From an optimization exercise on the open Yosys and OpenROAD flow, aimed at small area; shortcuts taken in it are not production practice. The RTL was checked by simulation tests, not by an equivalence proof against the original design. No activity file was given, so power comes from the tool's default toggle rates.

==> run B <==
==> flow/design.v <==
`timescale 1ns / 1ps
module AHB_master#(
    parameter ADDR_WIDTH=32,
    parameter DATA_WIDTH=32)
(
    input wire HRESETn,
    input wire HCLK,
    input wire HREADY,
    input wire HRESP,                         
    input wire [DATA_WIDTH-1:0] HRDATA,
    output reg [ADDR_WIDTH-1:0] HADDR,
    output reg HWRITE,
    output reg [2:0] HSIZE,
    output reg [2:0] HBURST,
    output reg [3:0] HPROT,
    output reg [1:0] HTRANS,
    output reg HMASTLOCK,
    output reg [DATA_WIDTH-1:0] HWDATA,
    input wire cmd_valid,
    input wire cmd_write,
    input wire [ADDR_WIDTH-1:0] cmd_addr,
    input wire [DATA_WIDTH-1:0] cmd_wdata,
    input wire [7:0] cmd_len, 
    input wire [2:0] cmd_size,
    output reg cmd_ready,
    output reg resp_valid,
    output reg [DATA_WIDTH-1:0] resp_rdata,
    output reg resp_err
);
    localparam HTRANS_IDLE   = 2'b00;
    localparam HTRANS_BUSY   = 2'b01;
    localparam HTRANS_NONSEQ = 2'b10;
    localparam HTRANS_SEQ    = 2'b11;
    localparam S_IDLE = 3'd0;
    localparam S_ADDR = 3'd1;
    localparam S_DATA = 3'd2;
    reg [2:0] state, next_state;
    reg [7:0] beat_count;
    reg [ADDR_WIDTH-1:0] addr_reg;
    reg [DATA_WIDTH-1:0] wdata_reg;
    reg write_reg;
    reg [2:0] size_reg;
    always @(posedge HCLK or negedge HRESETn) begin
        if (!HRESETn) begin
            HADDR       <= {ADDR_WIDTH{1'b0}};
            HWRITE      <= 1'b0;
            HSIZE       <= 3'd2;
            HBURST      <= 3'd0;
            HPROT       <= 4'b0011;  
            HTRANS      <= HTRANS_IDLE;
            HMASTLOCK   <= 1'b0;
            HWDATA      <= {DATA_WIDTH{1'b0}};
            cmd_ready   <= 1'b1;
            resp_valid  <= 1'b0;
            resp_rdata  <= {DATA_WIDTH{1'b0}};
            resp_err    <= 1'b0;
            state       <= S_IDLE;
            beat_count  <= 8'd0;
            addr_reg    <= {ADDR_WIDTH{1'b0}};
            wdata_reg   <= {DATA_WIDTH{1'b0}};
            write_reg   <= 1'b0;
            size_reg    <= 3'd2;
        end else begin
            state <= next_state;
            case (state)
                S_IDLE: begin
                    HTRANS <= HTRANS_IDLE;
                    resp_valid <= 1'b0;
                    if (cmd_valid && cmd_ready) begin
                        addr_reg   <= cmd_addr;
                        wdata_reg  <= cmd_wdata;
                        write_reg  <= cmd_write;
                        size_reg   <= cmd_size;
                        beat_count <= (cmd_len == 0) ? 8'd1 : cmd_len;
                        HADDR      <= cmd_addr;
                        HSIZE      <= cmd_size;
                        HBURST     <= (cmd_len > 1) ? 3'b001 : 3'b000;  
                        HWRITE     <= cmd_write;
                        HPROT      <= 4'b0011;
                        HMASTLOCK  <= 1'b0;
                        HTRANS     <= HTRANS_NONSEQ;
                        cmd_ready  <= 1'b0;  
                    end else begin
                        cmd_ready  <= 1'b1;
                    end
                end
                S_ADDR: begin
                    if (HREADY) begin
                        if (write_reg)
                            HWDATA <= wdata_reg;
                    end
                end
                S_DATA: begin
                    if (HREADY) begin
                        if (write_reg) begin
                            if (beat_count > 1) begin
                                beat_count <= beat_count - 1;
                                addr_reg   <= addr_reg + (1 << size_reg);
                                HADDR      <= addr_reg + (1 << size_reg);
                                HTRANS     <= HTRANS_SEQ;
                                HWDATA     <= wdata_reg;  
                            end else begin
                                HTRANS     <= HTRANS_IDLE;
                                cmd_ready  <= 1'b1;
                                resp_valid <= 1'b1;
                                resp_err   <= HRESP;  
                            end
                        end else begin
                            resp_rdata <= HRDATA;
                            if (beat_count > 1) begin
                                beat_count <= beat_count - 1;
                                addr_reg   <= addr_reg + (1 << size_reg);
                                HADDR      <= addr_reg + (1 << size_reg);
                                HTRANS     <= HTRANS_SEQ;
                            end else begin
                                HTRANS     <= HTRANS_IDLE;
                                cmd_ready  <= 1'b1;
                                resp_valid <= 1'b1;
                                resp_err   <= HRESP;
                            end
                        end
                    end else begin
                        HTRANS <= HTRANS_BUSY;  
                    end
                end
                default: ;
            endcase
            if (resp_valid && cmd_valid == 0)
                resp_valid <= 1'b0;
        end
    end
    always @(*) begin
        next_state = state;
        case (state)
            S_IDLE: begin
                if (cmd_valid && cmd_ready)
                    next_state = S_ADDR;
            end
            S_ADDR: begin
                if (HREADY)
                    next_state = S_DATA;
            end
            S_DATA: begin
                if (HREADY && (beat_count == 1))
                    next_state = S_IDLE;
            end
            default: next_state = S_IDLE;
        endcase
    end
endmodule
==> flow/run.sh <==
#!/bin/bash
# synth_recipe.tcl (not shown) runs the flow's synth.tcl, then flattens the netlist and writes it again
# the make line also repeats each setting of config.mk as NAME=value (left out here)
make -C /OpenROAD-flow-scripts/flow DESIGN_CONFIG=/design/flow/config.mk WORK_HOME=/design/flow/orfs CLKGATE_MAP_FILE= SYNTH_SCRIPT=/design/flow/synth_recipe.tcl finish
==> flow/config.mk <==
export PLATFORM = sky130hd
export DESIGN_NAME = AHB_master
export DESIGN_NICKNAME = AHB_master
export VERILOG_FILES = /design/flow/design.v
export SDC_FILE = /design/flow/constraint.sdc
export NUM_CORES = 4
export LEC_CHECK = 0
export CAP_MARGIN = 20
export CORE_MARGIN = 2
export CORE_UTILIZATION = 40
export SLEW_MARGIN = 20
==> flow/constraint.sdc <==
create_clock -name core_clock -period 5.0 [get_ports {HCLK}]
set_input_delay 1.0000 -clock core_clock [delete_from_list [all_inputs] [get_ports {HCLK}]]
set_output_delay 1.0000 -clock core_clock [all_outputs]
set_load 0.01 [all_outputs]
==> inputs of run R, as changes to run B <==
==> flow/design.v (replaced) <==
`timescale 1ns / 1ps
module AHB_master#(
    parameter ADDR_WIDTH=32,
    parameter DATA_WIDTH=32)
(
    input wire HRESETn,
    input wire HCLK,
    input wire HREADY,
    input wire HRESP,                         
    input wire [DATA_WIDTH-1:0] HRDATA,
    output reg [ADDR_WIDTH-1:0] HADDR,
    output reg HWRITE,
    output reg [2:0] HSIZE,
    output wire [2:0] HBURST,
    output wire [3:0] HPROT,
    output reg [1:0] HTRANS,
    output wire HMASTLOCK,
    output reg [DATA_WIDTH-1:0] HWDATA,
    input wire cmd_valid,
    input wire cmd_write,
    input wire [ADDR_WIDTH-1:0] cmd_addr,
    input wire [DATA_WIDTH-1:0] cmd_wdata,
    input wire [7:0] cmd_len,
    input wire [2:0] cmd_size,
    output wire cmd_ready,
    output wire resp_valid,
    output reg [DATA_WIDTH-1:0] resp_rdata,
    output reg resp_err
);
    reg ph;                          
    reg burst;                       
    reg [7:0] beat_count;            
    reg [DATA_WIDTH-1:0] wdata_reg;  
    wire idle    = ~(HTRANS[1] | HTRANS[0]);
    wire accept  = idle & cmd_valid;
    wire data_st = ~idle & ph;
    wire last    = ~|beat_count[7:1];
    wire step    = data_st & HREADY & ~last;
    assign cmd_ready  = idle;
    assign resp_valid = idle & ph;
    assign HBURST     = {2'b00, burst};
    assign HPROT      = 4'b0011;
    assign HMASTLOCK  = 1'b0;
    always @(posedge HCLK or negedge HRESETn) begin
        if (!HRESETn) begin
            HADDR      <= {ADDR_WIDTH{1'b0}};
            HWRITE     <= 1'b0;
            HSIZE      <= 3'd2;
            burst      <= 1'b0;
            HTRANS     <= 2'b00;
            HWDATA     <= {DATA_WIDTH{1'b0}};
            resp_rdata <= {DATA_WIDTH{1'b0}};
            resp_err   <= 1'b0;
            ph         <= 1'b0;
        end else begin
            ph        <= ~idle & (ph | HREADY);
            HTRANS[1] <= idle ? cmd_valid : (~ph | (HREADY & ~last));
            HTRANS[0] <= data_st & ~(HREADY & last);
            if (accept) begin
                HADDR  <= cmd_addr;
                HSIZE  <= cmd_size;
                HWRITE <= cmd_write;
                burst  <= |cmd_len[7:1];
            end else if (step) begin
                HADDR  <= HADDR + ({{(ADDR_WIDTH-8){1'b0}}, 8'd1} << HSIZE);
            end
            if (HREADY & HWRITE)
                HWDATA <= wdata_reg;
            if (data_st & HREADY & ~HWRITE)
                resp_rdata <= HRDATA;
            if (data_st & HREADY & last)
                resp_err <= HRESP;
        end
    end
    always @(posedge HCLK) begin
        if (accept) begin
            wdata_reg  <= cmd_wdata;
            beat_count <= cmd_len;
        end else if (step) begin
            beat_count <= beat_count - 8'd1;
        end
    end
endmodule
Settings changed: ABC_AREA set to 1.
==> summary of the runs <==
In run R the via count is lower than in run B, by 1.8%.
Global-route usage: run B is higher than run R (1.0 points).
In run B the non-clock buffer count is higher than in run R, by 1.
Between run B and run R, the lower first-iteration DRC count is in run R (gap 27%, measured against run R).
Of run B and run R, run B has the higher combinational power (gap about 11%, measured against run R).
==> figures <==
	run R	run B
Run status	complete, no violations	complete, no violations
Largest net degree at the start of global routing	75	58
Power spent charging and discharging nets	0.00214 W	0.00241 W
Setup crit end kind	primary output	flip-flop
Kind of start point of the critical path	flip-flop	primary input
Xor/xnor cell area share of the yosys netlist	0.0111	0.00615
Non-filler instance count after layout	1188	1117
Number of global-route vias before repair	5690	5771
Total routing resource utilization after global routing	0.203	0.213
Final core occ	0.579	0.576
Maximum clock frequency	345 MHz	324 MHz
Power dissipated in combinational cells	0.00264 W	0.00294 W

-- separate check: timing with driven ports --
Ports are ideal in the flow. The routed layouts listed here were re-timed in OpenROAD. Step 1 (the two cells are an assumption about what drives the block):
set clk [get_ports {HCLK}]
set_driving_cell -lib_cell sky130_fd_sc_hd__clkbuf_16 $clk
set_driving_cell -lib_cell sky130_fd_sc_hd__buf_2 [delete_from_list [all_inputs] $clk]
Step 2, shift: input delay + t, output delay - t, t = (earliest + latest rising clock arrival at the registers) / 2. This alone moves slack from input paths to output paths. Three values: ideal ports, drivers, drivers and shift; two values: the first two.
run | shift t [ns] | setup WS [ns] | worst register clock-pin slew, ns
run B | 0.462 | 1.914 / 1.914 / 1.452 | 0.07 / 0.07
run R | 0.453 | 2.098 / 2.059 / 1.786 | 0.07 / 0.07
After both steps every run listed still meets setup and hold. The setup slack of run B, which loses most, moves by 0.000 ns with the drivers and by -0.462 ns with both steps.
